Background: an optimization exercise with open tools, aiming at small area, a short achievable clock period and few clock cycles per item. Do not read the settings as production practice. At most, simulation tests tie the RTL to the original design; equivalence was not proved. The flow treats the clock pin as an ideal source. Dropping or thinning the clock tree relies on that and would not hold on a real chip. Power and IR drop assume default switching activity.

==> module cpu, before the edit <==
module cpu (
    input clk,
    input rst,
    input [15:0] sw,
    output [7:0] led
);
    reg [7:0] n;
    wire [6:0] k = n[7:1];
    wire [6:0] m_next = n[0] ? (k + {k[5:0], 1'b0} + 7'd2) : k;
    reg [6:0] m;
    reg inc1, inc2;
    reg [5:0] L;
    reg [5:0] res;
    wire [5:0] L_next;
    collatz_lut7 u_lut (.m(m), .L(L_next));
    always @(posedge clk) begin
        n <= sw[7:0];
        m <= m_next;
        inc1 <= n[0] & (n != 8'd85) & (n != 8'd227);
        L <= L_next;
        inc2 <= inc1;
        if (rst)
            res <= 6'd0;
        else if (res == 6'd0)
            res <= L + {5'd0, inc2};
    end
    assign led = {2'b00, res};
endmodule
Settings: LEC_CHECK=0, CAP_MARGIN=20, CORE_MARGIN=2, CORE_UTILIZATION=40, SLEW_MARGIN=20; clock period 8.0 ns.
standard.sh (not shown) runs the stock make flow with config.mk's settings and CLKGATE_MAP_FILE= SYNTH_SCRIPT=/design/flow/synth_recipe.tcl, a recipe that flattens the netlist after the stock synthesis.
==> flow/flow/run.sh <==
#!/bin/bash
# The standard layout (standard.sh), with these changes:
# - synthesis: ABC maps the logic with this flow's abc.script instead of the
#   ORFS script, and Yosys's adder extraction is skipped so ABC sees all the
#   logic. Registers, flattening and renaming are those of the standard
#   synthesis (synth_recipe.tcl with abc_override.tcl inserted).
# - flow/env.sh may set further ORFS variables (timing-repair target, port
#   buffer cell).
set -euo pipefail
here=$(pwd)
{ head -n 1 synth_recipe.tcl; cat flow/abc_override.tcl; tail -n +2 synth_recipe.tcl; } > my_synth.tcl
export MY_ABC_SCRIPT=$here/flow/abc.script
if [[ -f flow/abc_fast.script ]]; then export MY_ABC_FAST=$here/flow/abc_fast.script; fi
if [[ -f flow/env.sh ]]; then source flow/env.sh; fi
sed -e "s#SYNTH_SCRIPT=[^ ]*#SYNTH_SCRIPT=$here/my_synth.tcl ADDER_MAP_FILE=#" standard.sh > my_standard.sh
bash my_standard.sh > flow.log 2>&1
==> flow/flow/abc.script <==
strash
dch -f
map
topo
==> flow/flow/abc_override.tcl <==
# Run ABC with this flow's own script in place of the ORFS one (the rest of
# the standard synthesis is unchanged).
proc abc {args} {
  set i [lsearch -exact $args -script]
  if {$i >= 0} { set args [lreplace $args $i [expr {$i + 1}] -script $::env(MY_ABC_SCRIPT)] }
  yosys abc {*}$args
}
==> flow/flow/env.sh <==
export SETUP_SLACK_MARGIN=5.7
export BUFFER_PORTS_ARGS="-buffer_cell sky130_fd_sc_hd__buf_1"
export PRE_CTS_TCL=$here/flow/one_buf.tcl
==> flow/flow/one_buf.tcl <==
# Clock tree of one buffer: the clock port drives a single clkbuf_16 placed at
# the centre of the registers, which drives every register's clock pin.
# Replaces clock_tree_synthesis for this small design (cts.tcl's repair and
# legalisation still run after it).
proc clock_tree_synthesis {args} {
  set block [ord::get_db_block]
  set clk_port [lindex [get_ports clk] 0]
  set net [$block findNet clk]
  set xs 0; set ys 0; set n 0
  foreach it [$net getITerms] {
    set inst [$it getInst]
    set box [$inst getBBox]
    set xs [expr {$xs + ([$box xMin] + [$box xMax]) / 2}]
    set ys [expr {$ys + ([$box yMin] + [$box yMax]) / 2}]
    incr n
  }
  set dbu [$block getDbUnitsPerMicron]
  set x [expr {double($xs) / $n / $dbu}]
  set y [expr {double($ys) / $n / $dbu}]
  puts "one_buf: $n clock sinks, buffer at $x $y"
  insert_buffer -buffer_cell sky130_fd_sc_hd__clkbuf_16 -net clk -location [list $x $y] -buffer_name clkbuf_root -net_name clknet_root
  set_propagated_clock [all_clocks]
}
Testbench counts at the start, summed over its fixed seeds: cycles 10,080, jobs 2,016.
==> next run, changes <==
--- a/flow/design.v
+++ b/flow/design.v
@@ -10,19 +10,21 @@
     reg [6:0] m;
     reg inc1, inc2;
     reg [5:0] L;
     reg [5:0] res;
+    reg rst_d;
     wire [5:0] L_next;
     collatz_lut7 u_lut (.m(m), .L(L_next));
     always @(posedge clk) begin
         n <= sw[7:0];
         m <= m_next;
         inc1 <= n[0] & (n != 8'd85) & (n != 8'd227);
         L <= L_next;
         inc2 <= inc1;
+        rst_d <= rst;
         if (rst)
             res <= 6'd0;
-        else if (res == 6'd0)
+        else if (rst_d)
             res <= L + {5'd0, inc2};
     end
     assign led = {2'b00, res};
 endmodule
Outcome: Power came out lower by 11%; via count came out lower by 4.6%; setup slack got worse by 0.0038 ns; final area stays flat; maximum frequency is about the same; synthesized area came out higher by 0.88%; final cell count came out lower by 2.1%; routed wire length came out lower by 3.2%.
Only the layout flow was run in the second run of this note; the RTL was not checked for function there. In every run of this note, the design's own scripts or RTL, not TritonCTS, make the clock network.

[static timing again, ports no longer ideal]
No port has a modelled driver above. Below, the same layouts with a new extraction and two added sets of constraints.
Step 1 sets driving cells, clkbuf_16 on the clock port and buf_2 on the other inputs (assumed; they add their load-dependent delay and slew).
Step 2 times the ports against the registers' clock, not the clock port: input delays grow and output delays shrink by t, the midpoint of the rising clock arrivals with the driver on.
Three values: ideal, step 1, step 2; two values: the first two.
run	t, ns	slack for setup (ns)	cell pins on the clock port's net
the first run	0.191	5.749 / 5.720 / 5.845	1
the second run	0.190	5.745 / 5.721 / 5.745	1
After both steps every run listed still meets setup and hold.
